Source: an optimization exercise on an open RTL-to-GDS flow (aim: small area, a short achievable clock period and few clock cycles per item). Production flows keep margins and buffers that such runs may drop.
Function was not checked in any run shown here: the RTL went through the layout flow alone.
Power is estimated from default activity; no workload was simulated.

File: flow/flow/run.sh
#!/bin/bash
# Layout flow: the standard ORFS flow, with two changes.
#  1. Synthesis is ORFS's own script (with the standard flow's -nofsm -noshare wrapper,
#     flatten and renaming, as in synth_recipe.tcl), but ABC maps with the
#     script in flow/abc.script and full/half adder extraction can be skipped.
#  2. The port buffers inserted during placement are buf cells instead of
#     the slow clkdlybuf cells that buffer_ports picks by default.
# Settings come from flow/params.sh. Each tool's output goes to its own log.
set -euo pipefail
HERE=$(pwd)
source "$HERE/flow/params.sh"
export MY_ABC_SCRIPT="$HERE/flow/abc.script"
export MY_NOFA
export BUFFER_PORTS_ARGS="-buffer_cell $PORT_BUFFER"
sed "s#SYNTH_SCRIPT=[^ ]*#SYNTH_SCRIPT=$HERE/flow/synth.tcl#" standard.sh > my_standard.sh
bash my_standard.sh finish > flow_make.log 2>&1
File: flow/flow/abc.script
strash
dch
map -D 1300
topo
stime -c
File: flow/flow/params.sh
MY_NOFA=1
PORT_BUFFER=sky130_fd_sc_hd__buf_1
File: flow/flow/synth.tcl
# synth_recipe.tcl with two hooks: abc runs flow/abc.script (MY_ABC_SCRIPT),
# and extract_fa is skipped when MY_NOFA is 1.
proc synth {args} { yosys synth -nofsm -noshare {*}$args }
proc abc {args} {
  set out {}
  set skip 0
  foreach a $args {
    if {$skip} { set skip 0; continue }
    if {$a eq "-script" || $a eq "-D"} { set skip 1; continue }
    lappend out $a
  }
  lappend out -script $::env(MY_ABC_SCRIPT)
  yosys abc {*}$out
}
if {$::env(MY_NOFA)} { proc extract_fa {args} {} }
source $::env(SCRIPTS_DIR)/synth.tcl
# left out here: clear keep_hierarchy, flatten, clean up, hide names made inside functions, write 1_2_yosys.v
File: flow/standard.sh
#!/bin/bash
# synth_recipe.tcl (not shown) runs the flow's synth.tcl, then flattens the netlist and writes it again
# the make line also repeats each setting of config.mk as NAME=value (left out here)
make -C /OpenROAD-flow-scripts/flow DESIGN_CONFIG=/design/flow/config.mk WORK_HOME=/design/flow/orfs CLKGATE_MAP_FILE= SYNTH_SCRIPT=/design/flow/synth_recipe.tcl "${@:-finish}"
File: flow/config.mk
export PLATFORM = sky130hd
export DESIGN_NAME = sqrt_mult_system
export DESIGN_NICKNAME = sqrt_mult_system
export VERILOG_FILES = /design/flow/design.v
export SDC_FILE = /design/flow/constraint.sdc
export NUM_CORES = 4
export LEC_CHECK = 0
export CAP_MARGIN = 20
export CORE_MARGIN = 2
export CORE_UTILIZATION = 40
export SETUP_SLACK_MARGIN = 2.2
export SLEW_MARGIN = 20
File: flow/constraint.sdc
create_clock -name core_clock -period 5.0 [get_ports {clk_i}]
set_input_delay 1.0000 -clock core_clock [delete_from_list [all_inputs] [get_ports {clk_i}]]
set_output_delay 1.0000 -clock core_clock [all_outputs]
set_load 0.01 [all_outputs]
File: flow/design.v
module sqrt_mult_system (
    input clk_i,
    input rst_i,
    input start_i,
    input [7:0] a_bi,
    input [7:0] b_bi,
    output [15:0] result,
    output done
);
    wire [16:0] d;
    wire p000;
    wire p001;
    wire p002;
    wire p003;
    wire p004;
    wire p005;
    wire p006;
    wire p007;
    wire p008;
    wire p009;
    wire p010;
    wire p011;
    wire p012;
    wire p013;
    wire p014;
    wire p015;
    wire p016;
    wire p017;
    wire p018;
    wire p019;
    wire p020;
    wire p021;
    wire p022;
    wire p023;
    wire p024;
    wire p025;
    wire p026;
    wire p027;
    wire p028;
    wire p029;
    wire p030;
    wire p031;
    wire p032;
    wire p033;
    wire p034;
    wire p035;
    wire p036;
    wire p037;
    wire p038;
    wire p039;
    wire p040;
    wire p041;
    wire p042;
    wire p043;
    wire p044;
    wire p045;
    wire p046;
    wire p047;
    wire p048;
    wire p049;
    wire p050;
    wire p051;
    wire p052;
    wire p053;
    wire p054;
    wire p055;
    wire p056;
    wire p057;
    wire p058;
    wire p059;
    wire p060;
    wire p061;
    wire p062;
    wire p063;
    wire p064;
    wire p065;
    wire p066;
    wire p067;
    wire p068;
    wire p069;
    wire p070;
    wire p071;
    wire p072;
    wire p073;
    wire p074;
    wire p075;
    wire p076;
    wire p077;
    wire p078;
    wire p079;
    wire p080;
    wire p081;
    wire p082;
    wire p083;
    wire p084;
    wire p085;
    wire p086;
    wire p087;
    wire p088;
    wire p089;
    wire p090;
    wire p091;
    wire p092;
    wire p093;
    wire p094;
    wire p095;
    wire p096;
    wire p097;
    wire p098;
    wire p099;
    wire p100;
    wire p101;
    wire p102;
    wire p103;
    wire p104;
    wire p105;
    wire p106;
    wire p107;
    wire p108;
    wire p109;
    wire p110;
    wire p111;
    wire p112;
    wire p113;
    wire p114;
    wire p115;
    wire p116;
    wire p117;
    wire p118;
    wire p119;
    wire p120;
    wire p121;
    wire p122;
    wire p123;
    wire p124;
    wire p125;
    wire p126;
    wire p127;
    wire p128;
    wire p129;
    wire p130;
    wire p131;
    wire p132;
    wire p133;
    wire p134;
    wire p135;
    wire p136;
    wire p137;
    wire p138;
    wire p139;
    wire p140;
    wire p141;
    wire p142;
    wire p143;
    wire p144;
    wire p145;
    wire p146;
    wire p147;
    wire p148;
    wire p149;
    wire p150;
    wire p151;
    wire p152;
    wire p153;
    wire p154;
    wire p155;
    wire fl_p0;
    wire hv9;
    wire hv8;
    wire hv7;
    wire hv6;
    wire hv5;
    wire hv4;
    wire lv9;
    wire lv8;
    wire lv7;
    wire lv6;
    wire lv1;
    wire lv0;
    wire fl_s1_3g;
    wire fl_x1;
    wire fl_x2;
    wire fl_x3;
    assign p092 = b_bi[4] | b_bi[5];
    assign p093 = ~(b_bi[7] | b_bi[6]);
    assign p094 = ~(p093 & p092);
    assign p095 = ~b_bi[6];
    assign p096 = p095 & ~(p092);
    assign p097 = b_bi[7] & ~(p096);
    assign p098 = p094 & ~(p097);
    assign p099 = a_bi[0] & ~(p098);
    assign p100 = ~a_bi[1];
    assign p101 = ~b_bi[7];
    assign p102 = ~(b_bi[1] | b_bi[2]);
    assign p103 = p102 & ~(b_bi[0]);
    assign p104 = b_bi[3] & ~(p103);
    assign p105 = p101 & ~(p104);
    assign p106 = p096 & ~(p105);
    assign p107 = b_bi[7] & b_bi[6];
    assign p108 = b_bi[3] | ~(p103);
    assign p109 = p108 | b_bi[4];
    assign p110 = ~(p109 & p107);
    assign p111 = p104 | p095;
    assign p112 = b_bi[7] | ~(b_bi[4]);
    assign p113 = p108 & ~(p112);
    assign p114 = p113 & p111;
    assign p115 = p110 & ~(p114);
    assign p116 = b_bi[5] & ~(p115);
    assign p117 = p116 | p106;
    assign p118 = p113 | b_bi[5];
    assign p119 = b_bi[4] & b_bi[5];
    assign p120 = p095 & ~(p119);
    assign p121 = p120 & ~(p104);
    assign p122 = b_bi[7] ? b_bi[6] : b_bi[5];
    assign p123 = ~p122;
    assign p124 = p123 & ~(p121);
    assign p125 = ~(p124 & p118);
    assign p126 = p093 & ~(p103);
    assign p127 = b_bi[5] ? p101 : p107;
    assign p128 = p127 | p126;
    assign p129 = b_bi[2] | b_bi[3];
    assign p130 = p129 | b_bi[4];
    assign p131 = p128 & ~(p130);
    assign p132 = p125 & ~(p131);
    assign p133 = p117 | ~(p132);
    assign p134 = p129 & p096;
    assign p135 = p123 & ~(p134);
    assign p136 = p135 | p133;
    assign p137 = p136 | p100;
    assign p138 = ~a_bi[2];
    assign p139 = a_bi[1] & ~(a_bi[0]);
    assign p140 = p139 ^ p138;
    assign p141 = p117 & ~(p140);
    assign p142 = a_bi[2] & ~(p132);
    assign p143 = p142 | p141;
    assign p144 = p137 & ~(p143);
    assign fl_p0 = ~(p144 ^ p099);
    assign p145 = ~a_bi[7];
    assign p146 = ~a_bi[6];
    assign p147 = ~a_bi[4];
    assign p148 = a_bi[0] & a_bi[1];
    assign p149 = p138 & ~(p148);
    assign p150 = a_bi[3] & ~(p149);
    assign p151 = p147 & ~(p150);
    assign p152 = a_bi[5] & ~(p151);
    assign p153 = p146 & ~(p152);
    assign p154 = p153 | p145;
    assign hv9 = p097 & ~(p154);
    assign p155 = ~p153;
    assign p000 = ~a_bi[5];
    assign p001 = ~a_bi[3];
    assign p002 = a_bi[1] & a_bi[2];
    assign p003 = p001 & ~(p002);
    assign p004 = a_bi[4] & ~(p003);
    assign p005 = p000 & ~(p004);
    assign p006 = p005 | p146;
    assign p007 = a_bi[7] ? p155 : p006;
    assign p008 = p097 & ~(p007);
    assign p009 = p097 | p093;
    assign p010 = a_bi[7] & ~(p009);
    assign hv8 = p010 | p008;
    assign p011 = p146 ? p152 : p005;
    assign p012 = p011 ^ p145;
    assign p013 = p097 & ~(p012);
    assign p014 = a_bi[7] & ~(p094);
    assign p015 = a_bi[6] & ~(p009);
    assign p016 = p015 | p014;
    assign hv7 = p016 | p013;
    assign p017 = a_bi[5] ? p151 : p004;
    assign p018 = p017 ^ p146;
    assign p019 = p097 & ~(p018);
    assign p020 = a_bi[5] & ~(p009);
    assign p021 = a_bi[6] & ~(p094);
    assign p022 = p021 | p020;
    assign hv6 = p022 | p019;
    assign p023 = p147 ? p150 : p003;
    assign p024 = p023 ^ p000;
    assign p025 = p097 & ~(p024);
    assign p026 = a_bi[4] & ~(p009);
    assign p027 = a_bi[5] & ~(p094);
    assign p028 = p027 | p026;
    assign hv5 = p028 | p025;
    assign p029 = a_bi[3] ? p149 : p002;
    assign p030 = p029 ^ p147;
    assign p031 = p097 & ~(p030);
    assign p032 = a_bi[3] & ~(p009);
    assign p033 = a_bi[4] & ~(p094);
    assign p034 = p033 | p032;
    assign hv4 = p034 | p031;
    assign lv9 = p117 & ~(p154);
    assign p035 = p117 & ~(p007);
    assign p036 = a_bi[7] & ~(p136);
    assign lv8 = p036 | p035;
    assign p037 = a_bi[6] & ~(p136);
    assign p038 = p117 & ~(p012);
    assign p039 = a_bi[7] & ~(p132);
    assign p040 = p039 | p038;
    assign lv7 = p040 | p037;
    assign p041 = a_bi[5] & ~(p136);
    assign p042 = p117 & ~(p018);
    assign p043 = a_bi[6] & ~(p132);
    assign p044 = p043 | p042;
    assign lv6 = p044 | p041;
    assign p045 = p117 & ~(a_bi[1]);
    assign p046 = p136 & ~(p045);
    assign p047 = a_bi[0] & ~(p046);
    assign p048 = p117 & ~(a_bi[0]);
    assign p049 = p132 & ~(p048);
    assign p050 = a_bi[1] & ~(p049);
    assign lv1 = p050 | p047;
    assign lv0 = p133 & a_bi[0];
    assign p051 = a_bi[4] & ~(p136);
    assign p052 = p117 & ~(p024);
    assign p053 = a_bi[5] & ~(p132);
    assign p054 = p053 | p052;
    assign p055 = p054 | p051;
    assign p056 = a_bi[2] ? p100 : p148;
    assign p057 = p056 ^ p001;
    assign p058 = p057 | ~(p097);
    assign p059 = a_bi[3] & ~(p094);
    assign p060 = a_bi[2] & ~(p009);
    assign p061 = p060 | p059;
    assign p062 = p058 & ~(p061);
    assign p063 = p055 | ~(p062);
    assign p064 = ~(p062 ^ p055);
    assign p065 = ~p064;
    assign p066 = a_bi[3] & ~(p136);
    assign p067 = p117 & ~(p030);
    assign p068 = a_bi[4] & ~(p132);
    assign p069 = p068 | p067;
    assign p070 = p069 | p066;
    assign p071 = p009 | p100;
    assign p072 = p097 & ~(p140);
    assign p073 = a_bi[2] & ~(p094);
    assign p074 = p073 | p072;
    assign p075 = p071 & ~(p074);
    assign p076 = p070 & ~(p075);
    assign p077 = p099 & ~(p144);
    assign p078 = p098 | p100;
    assign p079 = a_bi[0] & ~(p093);
    assign p080 = p077 ? p093 : p079;
    assign p081 = p080 ^ p078;
    assign p082 = a_bi[2] & ~(p136);
    assign p083 = p117 & ~(p057);
    assign p084 = a_bi[3] & ~(p132);
    assign p085 = p084 | p083;
    assign p086 = p085 | p082;
    assign p087 = p081 ? p077 : p086;
    assign p088 = p075 ^ p070;
    assign p089 = p087 & ~(p088);
    assign p090 = ~(p089 | p076);
    assign p091 = p090 & ~(p065);
    assign fl_s1_3g = p063 & ~(p091);
    assign fl_x1 = ~(p086 ^ p081);
    assign fl_x2 = ~(p088 ^ p087);
    assign fl_x3 = p090 ^ p065;
    assign d = { hv9, hv8, hv7, hv6, hv5, hv4, lv9, lv8, lv7, lv6, fl_s1_3g, fl_x3, fl_x2, fl_x1, fl_p0, lv1, lv0 };
    reg        done_r;
    reg [5:0] res_lo;
    reg        cy_r;
    reg [3:0] up_lo;
    reg [5:0] up_hi;
    always @(posedge clk_i) begin
        done_r <= start_i & ~rst_i;
        {up_hi, up_lo, cy_r, res_lo} <= d;
    end
    wire [5:0] u;
    wire q00;
    wire q01;
    wire q02;
    wire q03;
    wire q04;
    wire q05;
    wire q06;
    wire q07;
    wire q08;
    wire q09;
    wire q10;
    wire q11;
    wire q12;
    wire q13;
    wire q14;
    wire q15;
    wire q16;
    wire fu_x0;
    wire fu_x1;
    wire fu_x2;
    wire fu_x3;
    wire fu_x4;
    wire fu_x5;
    assign q00 = ~(up_lo[0] ^ up_hi[0]);
    assign fu_x0 = ~(q00 ^ cy_r);
    assign q01 = up_lo[0] & up_hi[0];
    assign q02 = cy_r & ~(q00);
    assign q03 = q02 | q01;
    assign q04 = ~(up_lo[1] ^ up_hi[1]);
    assign fu_x1 = ~(q04 ^ q03);
    assign q05 = up_lo[1] & up_hi[1];
    assign q06 = q03 & ~(q04);
    assign q07 = q06 | q05;
    assign q08 = ~(up_lo[2] ^ up_hi[2]);
    assign fu_x2 = ~(q08 ^ q07);
    assign q09 = up_lo[2] & up_hi[2];
    assign q10 = q07 & ~(q08);
    assign q11 = q10 | q09;
    assign q12 = up_lo[3] ^ up_hi[3];
    assign fu_x3 = q12 ^ q11;
    assign q13 = ~(up_lo[3] & up_hi[3]);
    assign q14 = q12 & q11;
    assign q15 = q13 & ~(q14);
    assign fu_x4 = ~(q15 ^ up_hi[4]);
    assign q16 = up_hi[4] & ~(q15);
    assign fu_x5 = q16 ^ up_hi[5];
    assign u = { fu_x5, fu_x4, fu_x3, fu_x2, fu_x1, fu_x0 };
    assign result = {4'b0, u, res_lo};
    assign done   = done_r;
endmodule
==> results of run 1 <==
cells by family (layout without fill, tap and decap cells):
kind of cell	count (synthesis)	in the layout	share of synthesized area, %
adders and majority gates	4	4	2.936
DFF	18	18	26.42
AOI/OAI and AO/OA	48	48	22.94
xor gates and xnor gates	15	15	9.633
other	1	4	0.2750
and+or+nand+nor	83	83	25.96
buffers and inverters	33	74	11.83
per-stage QoR:
step | worst slack [ps] | hold slack (ps) | power [uW] | cell area [um^2] | utilization, %
floorplan | 2135 | 1071 | 347.1 | 1438 | -
global route | 1637 | 845.2 | 542.5 | 1841 | 55.59
detailed placement | 1692 | 1156 | 370.4 | 1536 | 46.41
global placement | 1682 | 1157 | 370.2 | 1536 | 46.41
CTS | 1741 | 830.2 | 477.5 | 1663 | 50.23
finish | 1753 | 836.4 | 506.4 | 1841 | 55.59
synth_stat cells:
library cell / number
a21oi_1: 13
a22oi_1: 1
a2bb2oi_1: 1
a31oi_1: 3
and2_2: 1
and2b_2: 1
and3_2: 1
buf_4: 10
clkinv_1: 23
conb_1: 1
dfxtp_1: 18
maj3_1: 4
nand2_1: 46
nand3_1: 10
nand3b_1: 1
nand4_1: 1
nor2_1: 18
nor3_1: 2
nor3b_1: 1
o211ai_1: 6
o21a_1: 1
o21ai_0: 7
o21bai_1: 1
o221ai_1: 7
o22ai_1: 5
o2bb2ai_1: 2
o31ai_1: 1
or2b_2: 1
xnor2_1: 3
xor2_1: 12
placed cells by master (no fill, tap or decap), types with 2 or more instances in the layout:
master and n:
o21ai_0 4, xor2_1 12, a21oi_2 6, o22ai_1 4
nor2_1 15, inv_2 2, dfxtp_2 2, a21oi_1 6
clkbuf_4 4, dfxtp_1 16, nand3_2 4, clkbuf_2 2
buf_2 4, nor2_2 2, nand2_1 39, o221ai_1 6
maj3_2 4, a31oi_1 2, buf_1 22, buf_4 16
o21ai_1 2, o211ai_1 6, nand2_2 7, nand3_1 6
clkinv_1 20, xnor2_1 3, conb_1 4
metal layers:
layer | track usage, % | vias to the layer above | routed length, um
met1 | 22.98 | 672 | 1535
met2 | 29.48 | 42 | 1784
li1 | - | 772 | -
met4 | 6.389 | 0 | 33
met3 | 2.342 | 5 | 146
met5 | 0 | - | 0
worst max-delay path, stage by stage, from the launching register on:
cell and delay [ps]:
dfxtp_2 340, maj3_2 310, maj3_2 320, maj3_2 330, maj3_2 320, nand2_1 80
xnor2_1 110, buf_2 140
registers in the layout (all words and copies together) (netlist names):
| name | flops |
|---|---|
| res_lo | 6 |
| up_hi | 6 |
| up_lo | 4 |
| cy_r | 1 |
| done_r | 1 |
final cells by class:
type,count,area [um^2],share of cell area [%]
Tap cell,46,57.56,3.127
Multi-Input combinational cell,154,1030,55.95
Clock buffer,4,36.28,1.971
Timing Repair Buffer,47,266.5,14.48
Sequential cell,18,362.8,19.71
Inverter,23,87.58,4.759
how the worst max path moves through the flow:
stage	end	slack [ps]
after floorplan	result[11]	2130
after global placement	res_lo[4]	1680
after detailed placement	res_lo[4]	1690
after CTS	result[11]	1740
after global routing	result[11]	1640
final	result[11]	1750
what timing repair did:
action / in CTS / in global routing
endpoints found under the setup margin: 6 / 6
endpoints found under the hold margin: 0 / 0
resized for setup: 17 / 37
pin swaps: 5 / 16
buffers inserted: 6 / 10
report_power, final:
group | total, uW | switching [uW] | internal, uW
clock network | 90.0 | 45.5 | 44.4
registers | 178 | 10.5 | 168
logic | 238 | 132 | 106
total | 506 | 188 | 318
==> key figures, run 1 <==
Yosys
  – Top cells by area, synth: dfxtp_1 26%, nand2_1 13%, xor2_1 7.7%
  – Synthesized area per cell: 6.752 um^2
  – Post-synthesis sequential area ratio: a little over a quarter
  – Seq cells post-synth: 18
  – Cell area after synthesis: 1364 um^2
  – Cells after synthesis: 202
  – Yosys warns: 1
  – Largest area contributor in the netlist: dfxtp_1
  – Synth top area share: 26.42%
  – Distinct cells, synth: 30

Min path
  – Hold path depth: 2
  – WHS Endpoint: done_r
  – Hold_sp: rst_i
  – Worst Hold Class: in2reg

GRT
  – First-pass GRT wire length: 5554 um
  – GR Overflow Total: 0
  – Initial antenna violation count: 0
  – Vias in the first global route: 1305
  – Total GRT Usage: between 10% and 20%
  – Largest net degree at the start of global routing: 11

Final layout
  – Fin cells: roughly 290
  – Nets: roughly 270
  – Antenna cells: 0
  – Layout cells sized above 1: 30.08%
  – Layout fillers: 344
  – Area Growth Syn to Fin: 34.95%

Clock tree
  – Clock root buffer: clkbuf_4
  – Num CTS Buffers: 3
  – CTS tree: done
  – Clk slew on worst S/H paths: 100 ps
  – Clock Path Buffers: 2
  – Hold_buf cts: 0
  – CTS HTree Levels: 1
  – Clk sinks: 18

STA
  – TNS Setup: 0 ps
  – Setup violators final: 0
  – Hold Vio Cnt, Final: 0
  – FMAX: 308.0 MHz
  – Max-slew violations: 0
  – Final period utilization: 64.94%
  – Min Tclk post-route: 3247 ps
  – Unrepaired setup endpoints after global routing: yes

Placed design
  – Port Buffer Count: 31
  – RePlAce Congestion: 0.8677
  – DP Wirelength: 2522 um
  – Placed cell count: 272

Setup path
  – Required @ worst endpoint: 4000 ps
  – Worst Setup Path Type: reg2out
  – Worst setup startpoint: cy_r
  – Critical Path Sink Type: output port
  – Crit path DAT: around 2300 ps
  – CP max FO: 2
  – Worst setup SP type: flip-flop

Outcome
  – Status: no timing/DRC/antenna violations

Floorplanning
  – Die Y: 62.39 um
  – I/O pin count: 36
  – Die width: 62.39 um
  – Die Area: 3893 um^2
  – Std-Cell Core Area: 3311 um^2
  – Cell row count: 21
  – Initial Utilization: 41.19%

Detailed routing
  – Antenna Nets Post-Route: 0
  – Via count: 1491
  – Routed WL: 3499 um
  – WL per Instance: 11.98 um
  – Iteration-0 DRC Markers: 55
  – First-pass iteration count of the detailed router: 4
  – Vias/cell: 5.106
  – # DRC: 0

Run
  – Maxcap violations: 0

Pwr
  – Leakage power: 0.0007587 uW
  – PwrDens: 275.2 nW/um^2
  – Worst vdd rail ir drop: 72.91 uV
==> inputs of run 2 (changes only) <==
==> flow/flow/abc.script (replaced) <==
strash
dch
map -a
topo
stime -c
==> run 2 against run 1 <==
- global-route usage up 2.1 points
- critical path depth unchanged
- cell count down 12%
- clock power down about 20%
- critical path type unchanged
- critical endpoint unchanged
==> key figures, run 2 <==
Outcome
  – Status: no timing/DRC/antenna violations

Final layout
  – Most frequent cells in the layout: 25 x buf_4, 24 x buf_1, 23 x nand2_1
  – Antenna cells: 0 (unchanged)
  – Nets: 246 (-7.5%)
  – Area Growth Syn to Fin: 40.00%
  – Fin area: 1717 um^2 (-6.7%)
  – Layout cells sized above 1: 32.89% (+2.8 points)
  – Fin cells: 258 (-12%)
  – Most common cell after layout, fill and taps aside: buf_4

Floorplanning
  – Die Area: 3524 um^2 (-9.5%)
  – Std-Cell Core Area: 2978 um^2 (-10%)
  – Die Y: 59.37 um (-4.8%)
  – Initial Utilization: 41.18% (about the same)
  – Cell row count: 20 (-4.8%)
  – I/O pin count: 36 (unchanged)
  – Die width: 59.37 um (-4.8%)

Placed design
  – RePlAce Congestion: 0.8805 (+1.5%)
  – Port Buffer Count: 31 (unchanged)
  – DP Wirelength: 2275 um (-9.8%)
  – Placed cell areas: 1383 um^2 (-10%)
  – Placed cell count: 230 (-15%)

Min path
  – Hold path depth: 2 (unchanged)
  – Worst Hold Class: in2reg
  – WHS Endpoint: done_r
  – Hold_sp: rst_i

STA
  – Final period utilization: 63.85% (-1.1 points)
  – TNS Setup: 0 ps (unchanged)
  – Max-slew violations: 0 (unchanged)
  – Hold Vio Cnt, Final: 0 (unchanged)
  – FMAX: 313.2 MHz (+1.7%)
  – Setup violators final: 0 (unchanged)
  – Min Tclk post-route: 3192 ps (-54.64 ps)
  – Unrepaired setup endpoints after global routing: yes

Yosys
  – Synth top area share: 29.39% (+3.0 points)
  – Top cells by area, synth: dfxtp_1 29%, xor2_1 10%, nand2_1 9.5%
  – Synthesized area per cell: 7.088 um^2 (+5.0%)
  – Synth Flop Type: dfxtp_1
  – Yosys warns: 1 (unchanged)
  – Largest area contributor in the netlist: dfxtp_1
  – Share of synthesized registers carrying an async set or reset: 0% (unchanged)
  – Synth top cells by count: 31 x nand2_1, 24 x clkinv_1, 18 x dfxtp_1
  – Distinct cells, synth: 22 (-27%)
  – Most numerous cell in the Yosys netlist: nand2_1
  – Cell area after synthesis: 1226 um^2 (-10%)
  – Post-synth EDFFs: 0 (unchanged)
  – Seq cells post-synth: 18 (unchanged)
  – Cells after synthesis: 173 (-14%)
  – Post-synthesis sequential area ratio: 29.39% (+3.0 points)

Pwr
  – Leakage power: 0.0007488 uW (-1.3%)
  – Worst vdd rail ir drop: 102.4 uV (+40%)
  – Total power: 506.2 uW (about the same)
  – PwrDens: 294.9 nW/um^2 (+7.2%)

Clock tree
  – Hold_buf cts: 0 (unchanged)
  – Num CTS Buffers: 3 (unchanged)
  – Clock Path Buffers: 2 (unchanged)
  – Clk sinks: 18 (unchanged)
  – CTS tree: done
  – Clk slew on worst S/H paths: 90 ps (about the same)
  – Clock root buffer: clkbuf_4
  – CTS HTree Levels: 1 (unchanged)

GRT
  – Total GRT Usage: 19.65% (+2.1 points)
  – First-pass GRT wire length: 5264 um (-5.2%)
  – Largest net degree at the start of global routing: 10 (-1)
  – Vias in the first global route: 1247 (-4.4%)
  – Initial antenna violation count: 0 (unchanged)
  – GR Overflow Total: 0 (unchanged)

Setup path
  – CP max FO: 2 (unchanged)
  – Required @ worst endpoint: 4000 ps (about the same)
  – Critical Path Sink Type: output port
  – Worst setup SP type: flip-flop
  – Worst Setup Path Type: reg2out
  – Crit path DAT: 2190 ps (-60 ps)

Detailed routing
  – Via count: 1359 (-8.9%)
  – Vias/cell: 5.267 (+3.2%)
  – Routed WL: 3304 um (-5.6%)
  – Iteration-0 DRC Markers: 50 (-9.1%)
  – First-pass iteration count of the detailed router: 4 (unchanged)
  – WL per Instance: 12.81 um (+6.9%)
  – Antenna Nets Post-Route: 0 (unchanged)
  – # DRC: 0 (unchanged)

Run
  – Maxcap violations: 0 (unchanged)
run 2: timing repair:
action                                  CTS  global route
resized for setup                        34            10
pin swaps                                17             6
endpoints found under the setup margin    7             7
buffers inserted                         20             5
run 2: cell type report:
cell class / instances / area, um^2
clock buffer: 3 / 22.52
multi-input combinational: 124 / 847.1
sequential: 18 / 364.1
tap: 33 / 41.29
timing repair buffer: 56 / 341.6
fill: 293 / 1261
inverter: 24 / 100.1
run 2: kinds of logic (layout without fill, tap and decap cells):
logic type,after synthesis,after routing,synth area share (%)
AO/OA/AOI/OAI,44,44,22.96
adder cells (fa/ha/maj),4,4,3.265
flip-flops,18,18,29.39
other,1,4,0.3058
buffers and inverters,34,83,13.47
AND/OR/NAND/NOR,52,52,16.33
XOR/XNOR,20,20,14.29
run 2: critical path, cell delays in order, from the launching register on:
cell and delay [ps]:
dfxtp_2 340, maj3_2 310, maj3_2 310, maj3_2 310
maj3_2 330, nand2_2 70, xnor2_1 100, buf_2 140
run 2: per-layer routing:
layer	track usage, %	vias to the layer above	wire (um)
met5	0	-	0
li1	-	676	-
met3	2.402	8	195
met1	23.55	622	1351
met4	10.06	0	70
met2	34.07	53	1686
run 2: through the flow:
step                hold slack, ps  utilization (%)  worst slack [ps]
finish                       853.8            57.65              1808
global route                 855.2            57.65              1694
CTS                          840.3            55.21              1736
detailed placement            1162            46.43              1221
global placement              1150            46.43              1432
floorplan                     1071                -              1832
run 2: how the worst max path moves through the flow:
stage	depth (start not counted)	from	slack [ps]	to
floorplan	16	b_bi[0]	1830	res_lo[5]
global placement	18	b_bi[7]	1430	res_lo[5]
detailed placement	18	b_bi[7]	1220	res_lo[5]
CTS	7	up_lo[0]	1740	result[11]
global route	7	up_hi[0]	1690	result[11]
finish	7	up_hi[0]	1810	result[11]
run 2: power breakdown:
group          total (uW)  switching (uW)  internal, uW
Sequential            184            11.4           172
Clock                71.6            43.6          28.0
Combinational         251             132           119
Total                 506             187           319
==> inputs of run 3 (changes only) <==
--- a/flow/config.mk
+++ b/flow/config.mk
@@ -8,5 +8,5 @@
 export CAP_MARGIN = 20
 export CORE_MARGIN = 2
 export CORE_UTILIZATION = 40
-export SETUP_SLACK_MARGIN = 2.2
+export SETUP_SLACK_MARGIN = 1.8
 export SLEW_MARGIN = 20
==> run 3 against run 2 <==
- fmax is 0.84% lower
- design area is 7.9% lower
- sequential power hardly changed
- non-clock buffer count is 9 lower
- core utilization is 4.5 points lower
- clock power is 27% higher
- setup slack worse by 27 ps
- total power is 2.4% lower
- via count is 6.0% lower
- largest cell class unchanged
==> key figures, run 3 <==
Floorplanning
  – Initial Utilization: 41.18% (unchanged)
  – Die Area: 3524 um^2 (unchanged)
  – Die Y: 59.37 um (unchanged)
  – Cell row count: 20 (unchanged)
  – Std-Cell Core Area: 2978 um^2 (unchanged)
  – Die width: 59.37 um (unchanged)
  – I/O pin count: 36 (unchanged)

Detailed routing
  – Antenna Nets Post-Route: 0 (unchanged)
  – # DRC: 0 (unchanged)
  – Vias/cell: 5.108 (-3.0%)
  – Iteration-0 DRC Markers: 38 (-24%)
  – Routed WL: 2907 um (-12%)
  – Via count: 1277 (-6.0%)
  – WL per Instance: 11.63 um (-9.2%)
  – First-pass iteration count of the detailed router: 4 (unchanged)

Setup path
  – Crit path DAT: 2220 ps (+30 ps)
  – Worst Setup Path Type: reg2out
  – Critical Path Sink Type: output port
  – CP max FO: 2 (unchanged)
  – Worst setup startpoint: up_hi[0]
  – Worst setup SP type: flip-flop
  – Required @ worst endpoint: 4000 ps (about the same)

Placed design
  – RePlAce Congestion: 0.9306 (+5.7%)
  – DP Wirelength: 2125 um (-6.6%)
  – Placed cell areas: 1370 um^2 (-0.91%)
  – Post-placement setup slack: 1244 ps (+22.80 ps)
  – Port Buffer Count: 31 (unchanged)

Pwr
  – Leakage power: 0.0006755 uW (-9.8%)
  – Total power: 494.3 uW (-2.4%)
  – PwrDens: 312.5 nW/um^2 (+6.0%)
  – Worst vdd rail ir drop: 192.8 uV (+88%)

Yosys
  – Seq cells post-synth: 18 (unchanged)
  – Yosys warns: 1 (unchanged)
  – Synthesized area per cell: 7.088 um^2 (unchanged)
  – Top cells by area, synth: dfxtp_1 29%, xor2_1 10%, nand2_1 9.5%
  – Distinct cells, synth: 22 (unchanged)
  – Cells after synthesis: 173 (unchanged)
  – Cell area after synthesis: 1226 um^2 (unchanged)
  – Post-synthesis sequential area ratio: 29.39% (unchanged)
  – Share of synthesized registers carrying an async set or reset: 0% (unchanged)
  – Synth top cells by count: 31 x nand2_1, 24 x clkinv_1, 18 x dfxtp_1
  – Synth top area share: 29.39% (unchanged)
  – Most numerous cell in the Yosys netlist: nand2_1
  – Synth Flop Type: dfxtp_1
  – Post-synth EDFFs: 0 (unchanged)
  – Largest area contributor in the netlist: dfxtp_1

GRT
  – Total GRT Usage: 17.41% (-2.2 points)
  – Largest net degree at the start of global routing: 11 (+1)
  – Vias in the first global route: 1143 (-8.3%)
  – GR Overflow Total: 0 (unchanged)
  – Initial antenna violation count: 0 (unchanged)
  – First-pass GRT wire length: 4581 um (-13%)

Final layout
  – Layout cells sized above 1: 23.04% (-9.8 points)
  – Fin area: 1582 um^2 (-7.9%)
  – Final Core Density: 53.11% (-4.5 points)
  – Most common cell after layout, fill and taps aside: buf_1
  – Nets: 237 (-3.7%)
  – Area Growth Syn to Fin: 28.98%
  – Most frequent cells in the layout: 27 x buf_1, 26 x nand2_1, 20 x clkinv_1
  – Antenna cells: 0 (unchanged)
  – Layout fillers: 289 (-1.4%)

Min path
  – Worst Hold Class: in2reg
  – Hold_sp: rst_i
  – Hold path depth: 2 (unchanged)

STA
  – Min Tclk post-route: 3220 ps (+27.07 ps)
  – Final period utilization: 64.39% (+0.54 points)
  – Max-slew violations: 0 (unchanged)
  – TNS Setup: 0 ps (unchanged)
  – Hold Vio Cnt, Final: 0 (unchanged)
  – Unrepaired setup endpoints after global routing: yes
  – FMAX: 310.6 MHz (-0.84%)
  – Setup violators final: 0 (unchanged)
  – Final worst slack: 1780 ps (-27.07 ps)

Clock tree
  – Clk sinks: 18 (unchanged)
  – Clock Path Buffers: 2 (unchanged)
  – Clock root buffer: clkbuf_4
  – Num CTS Buffers: 3 (unchanged)
  – CTS HTree Levels: 1 (unchanged)
  – Hold_buf cts: 0 (unchanged)
  – CTS tree: done
  – Clk slew on worst S/H paths: 100 ps (about the same)

Outcome
  – Status: no timing/DRC/antenna violations

Run
  – Maxcap violations: 0 (unchanged)
run 3: cell counts after synthesis:
Identical to the previous run, type by type.
run 3: cells by family after synthesis:
group	count (synthesis)	share of synthesized area, %
buffers and inverters	34	13.47
DFF	18	29.39
other	1	0.3058
AOI/OAI and AO/OA	44	22.96
adders and majority gates	4	3.265
xor gates and xnor gates	20	14.29
and+or+nand+nor	52	16.33
run 3: worst max-delay path, cell delays in order, from the launching register on:
cell and delay [ps]:
dfxtp_2 340, maj3_2 310, maj3_2 310, maj3_2 310, maj3_2 330, nand2_2 70
xnor2_1 100, buf_2 140
run 3: repair_timing:
action                                 in CTS  in global routing
cloned                                      0                  0
gates resized for setup                    11                 16
endpoints found under the hold margin       0                  0
pin swaps                                   6                  9
setup endpoints to repair                   5                  6
setup buffers                              11                  5
run 3: layer usage:
metal | wire, um | GRT usage, % | vias to the layer above
met2 | 1448 | 29.67 | 43
met3 | 164 | 4.585 | 8
met1 | 1209 | 20.11 | 568
met4 | 85 | 8.117 | 0
met5 | 0 | 0 | -
li1 | - | - | 658
run 3: through the flow:
stage          std cells  hold slack (ps)
3_5_place_dp         230             1168
3_3_place_gp         230             1149
4_1_cts              245            859.2
6_report             250            843.2
5_1_grt              250            833.4
2_1_floorplan        176             1071
run 3: final timing paths:
check | endpoint
setup / recovery | result[11]
hold / removal | done_r
run 3: power by group:
part / leakage, uW / total (uW) / internal [uW] / switching, uW
Combinational: 0.000503 / 219 / 98.3 / 121
Sequential: 0.000151 / 184 / 172 / 12.6
Clock: 0.0000210 / 90.6 / 44.5 / 46.1
Total: 0.000675 / 494 / 315 / 180
run 3: cell type report:
cell class | instances | area, um^2 | share of cell area (%)
clock buffers | 4 | 36.28 | 2.294
inverters | 24 | 90.09 | 5.696
multi-input cells | 124 | 809.5 | 51.19
flip-flops and latches | 18 | 362.8 | 22.94
well taps | 33 | 41.29 | 2.611
repair buffers | 47 | 241.5 | 15.27
==> inputs of run 4 (changes only) <==
==> flow/flow/abc.script (replaced) <==
strash
dch
map -D 1300
topo
stime -c
==> run 4 against run 3 <==
- critical path depth unchanged
- count of clock-buffer cells in the layout down 1
- cell count up 14%
- fmax up 0.67%
- non-clock buffer count down 7
- sequential cell count unchanged
- sequential share of layout area down 0.47 points
- largest power group unchanged
- highest routed layer unchanged
==> key figures, run 4 <==
Outcome
  – Status: no timing/DRC/antenna violations

GRT
  – Vias in the first global route: 1314 (+15%)
  – Largest net degree at the start of global routing: 10 (-1)
  – Initial antenna violation count: 0 (unchanged)
  – First-pass GRT wire length: 5402 um (+18%)
  – Total GRT Usage: 16.75% (-0.66 points)
  – GR Overflow Total: 0 (unchanged)

Yosys
  – Synth top area share: 26.42% (-3.0 points)
  – Seq cells post-synth: 18 (unchanged)
  – Post-synth EDFFs: 0 (unchanged)
  – Yosys warns: 1 (unchanged)
  – Cell area after synthesis: 1364 um^2 (+11%)
  – Top cells by area, synth: dfxtp_1 26%, nand2_1 13%, xor2_1 7.7%
  – Distinct cells, synth: 30 (+36%)
  – Largest area contributor in the netlist: dfxtp_1
  – Synth Flop Type: dfxtp_1
  – Most numerous cell in the Yosys netlist: nand2_1
  – Synth top cells by count: 46 x nand2_1, 23 x clkinv_1, 18 x dfxtp_1, 18 x nor2_1, 13 x a21oi_1
  – Cells after synthesis: 202 (+17%)
  – Synthesized area per cell: 6.752 um^2 (-4.7%)
  – Post-synthesis sequential area ratio: 26.42% (-3.0 points)
  – Share of synthesized registers carrying an async set or reset: 0% (unchanged)

Setup path
  – Critical Path Most Common Cell: maj3_2
  – Worst setup SP type: flip-flop
  – CP max FO: 2 (unchanged)
  – Critical Path Sink Type: output port
  – Required @ worst endpoint: 4000 ps (about the same)
  – Cell Chain, Critical Path: maj3_2 > maj3_2 > maj3_2 > maj3_2 > nand2_2 > xnor2_1 > buf_2
  – Max incr delay on CP: 340 ps (about the same)
  – Worst Setup Path Type: reg2out
  – Crit path DAT: 2200 ps (-20 ps)
  – Slowest-stage cell, CP: maj3_2

STA
  – Setup violators final: 0 (unchanged)
  – Rel. slew slack: 54.15%
  – Worst-margin pin slew: 680.5 ps
  – Final period utilization: 63.96% (-0.43 points)
  – TNS Setup: 0 ps (unchanged)
  – Hold Vio Cnt, Final: 0 (unchanged)
  – Unrepaired setup endpoints after global routing: yes
  – Min Tclk post-route: 3198 ps (-21.34 ps)
  – FMAX: 312.7 MHz (+0.67%)
  – Max-slew violations: 0 (unchanged)

Pwr
  – Combinational fraction of design power: 45.9% (+1.5 points)
  – Switching share of power: 36.80% (+0.47 points)
  – Clk network pwr share: 15.1% (-3.2 points)
  – PwrDens: 281.4 nW/um^2 (-10%)
  – Worst vdd rail ir drop: 102.6 uV (-47%)
  – Leakage power: 0.0006653 uW (-1.5%)
  – Sequential Power Share: 39.1% (+1.8 points)
  – Internal: 288.1 uW (-8.4%)
  – Psw: 167.8 uW (-6.6%)

Min path
  – Worst Hold Class: in2reg

Final layout
  – Multi-input logic area: 903.4 um^2 (+12%)
  – Most frequent cells in the layout: 45 x nand2_1, 29 x buf_1, 23 x clkinv_1
  – Most common cell after layout, fill and taps aside: nand2_1
  – Fin cells: 284 (+14%)
  – Layout cells sized above 1: 13.87% (-9.2 points)
  – Area Growth Syn to Fin: 18.81%
  – Total area of sequential cells: 364.1 um^2 (+0.34%)
  – Nets: 259 (+9.3%)
  – Antenna cells: 0 (unchanged)
  – Layout fillers: 347 (+20%)

Clock tree
  – CTS tree: done
  – Clk slew on worst S/H paths: 100 ps (about the same)
  – Clock root buffer: clkbuf_4
  – Clk sinks: 18 (unchanged)
  – Num CTS Buffers: 3 (unchanged)
  – Clock Path Buffers: 2 (unchanged)
  – Hold_buf cts: 0 (unchanged)
  – CTS HTree Levels: 1 (unchanged)

Detailed routing
  – Routed WL: 3086 um (+6.2%)
  – Via count: 1474 (+15%)
  – Antenna Nets Post-Route: 0 (unchanged)
  – Iteration-0 DRC Markers: 38 (unchanged)
  – # DRC: 0 (unchanged)
  – First-pass iteration count of the detailed router: 4 (unchanged)
  – Vias/cell: 5.190 (+1.6%)
  – WL per Instance: 10.87 um (-6.6%)

Floorplanning
  – Cell row count: 21 (+5.0%)
  – Std-Cell Core Area: 3311 um^2 (+11%)
  – Die width: 62.39 um (+5.1%)
  – Initial Utilization: 41.19% (about the same)
  – Die Area: 3893 um^2 (+10%)
  – I/O pin count: 36 (unchanged)
  – Die Y: 62.39 um (+5.1%)

Run
  – Maxcap violations: 0 (unchanged)

Placed design
  – RePlAce Congestion: 0.8055 (-13%)
  – Placed cell count: 272 (+18%)
  – Port Buffer Count: 31 (unchanged)
  – DP Wirelength: 2419 um (+14%)
## run 4: what timing repair did
action                                  in CTS  in global routing
pin swaps                                    3                  6
buffers inserted                             3                  6
hold endpoints to repair                     0                  0
endpoints found under the setup margin       5                  5
resized for setup                           10                  8
## run 4: layer usage
metal | wire (um) | track usage [%] | share of wire, %
met4 | 66 | 7.222 | 2.1
met2 | 1417 | 29.21 | 46
met1 | 1480 | 20.96 | 48
met3 | 122 | 1.802 | 4.0
met5 | 0 | 0 | 0
## run 4: area by class of cell
| cell class | instances | area share [%] |
|---|---|---|
| Inverter | 23 | 5.328 |
| Sequential cell | 18 | 22.47 |
| Multi-Input combinational cell | 154 | 55.75 |
| Timing Repair Buffer | 40 | 11.51 |
| Clock buffer | 3 | 1.390 |
| Tap cell | 46 | 3.552 |
## run 4: cells by family after synthesis
logic type      after synthesis  share of synthesized area (%)
other cells                   1                         0.2750
buf+inv                      33                          11.83
compound gates               48                          22.94
flops                        18                          26.42
xor+xnor                     15                          9.633
fa+ha+maj                     4                          2.936
simple gates                 83                          25.96
## run 4: path summary, 6_finish.rpt
path | start | end | slack [ps] | cells past startpoint
worst max-delay path | cy_r | result[11] | 1800 | 7
worst min-delay path | rst_i | done_r | 840 | 2
## run 4: through the flow
stage / utilization [%] / setup slack (ps) / power (uW) / hold slack, ps / instance area [um^2]
after floorplan: - / 1913 / 337.6 / 1071 / 1375
after global placement: 44.52 / 1323 / 358.6 / 1155 / 1474
after CTS: 46.52 / 1761 / 441.3 / 842.2 / 1540
after detailed placement: 44.52 / 1289 / 358.8 / 1155 / 1474
after global routing: 48.94 / 1714 / 491.5 / 848.9 / 1620
final: 48.94 / 1802 / 455.9 / 843.2 / 1620
## run 4: power groups by stage
stage	sequential (uW)	combinational (uW)	clock, uW
detailed placement	181	178	0
finish	178	209	68.8
CTS	179	192	71.1
global route	181	233	77.6
global placement	181	178	0
floorplan	186	152	0
## run 4: critical path, delay by kind of cell (launching register included)
family        cells  cell delay, ps
fa+ha+maj         4            1270
simple gates      1              70
flops             1             330
xor+xnor          1             100
buf+inv           1             140

-- static timing again, ports no longer ideal --
How much do the figures lean on ideal ports? The routed layouts below were timed once more, with nothing changed but the port constraints. Step 1: set_driving_cell puts a clkbuf_16 on clk_i and a buf_2 on each other input, an assumption about the parent block. Step 2 adds t to the input delays and takes it off the output delays; t is the mean of the earliest and latest rising clock arrival at the registers after step 1. Input paths then give back, and output paths get back, about the clock's delay inside the block. Slacks: ideal / step 1 / step 2; pairs: ideal / step 1.
run | shift t [ns] | setup slack, ns | slew at the worst register clock pin (ns) | worst slew at a driven data input, ns | pins driven straight from the clock port
run 1 | 0.317 | 1.753 / 1.731 / 1.894 | 0.10 / 0.10 | 0.05 | 1
run 2 | 0.310 | 1.808 / 1.785 / 1.652 | 0.10 / 0.10 | 0.05 | 1
run 3 | 0.328 | 1.780 / 1.755 / 1.571 | 0.10 / 0.10 | 0.04 | 1
run 4 | 0.309 | 1.802 / 1.779 / 1.678 | 0.10 / 0.10 | 0.04 | 1
After both steps setup and hold are still met in every run listed. The setup slack of run 3, which loses most, moves by -0.025 ns with the drivers and by -0.209 ns with both steps.
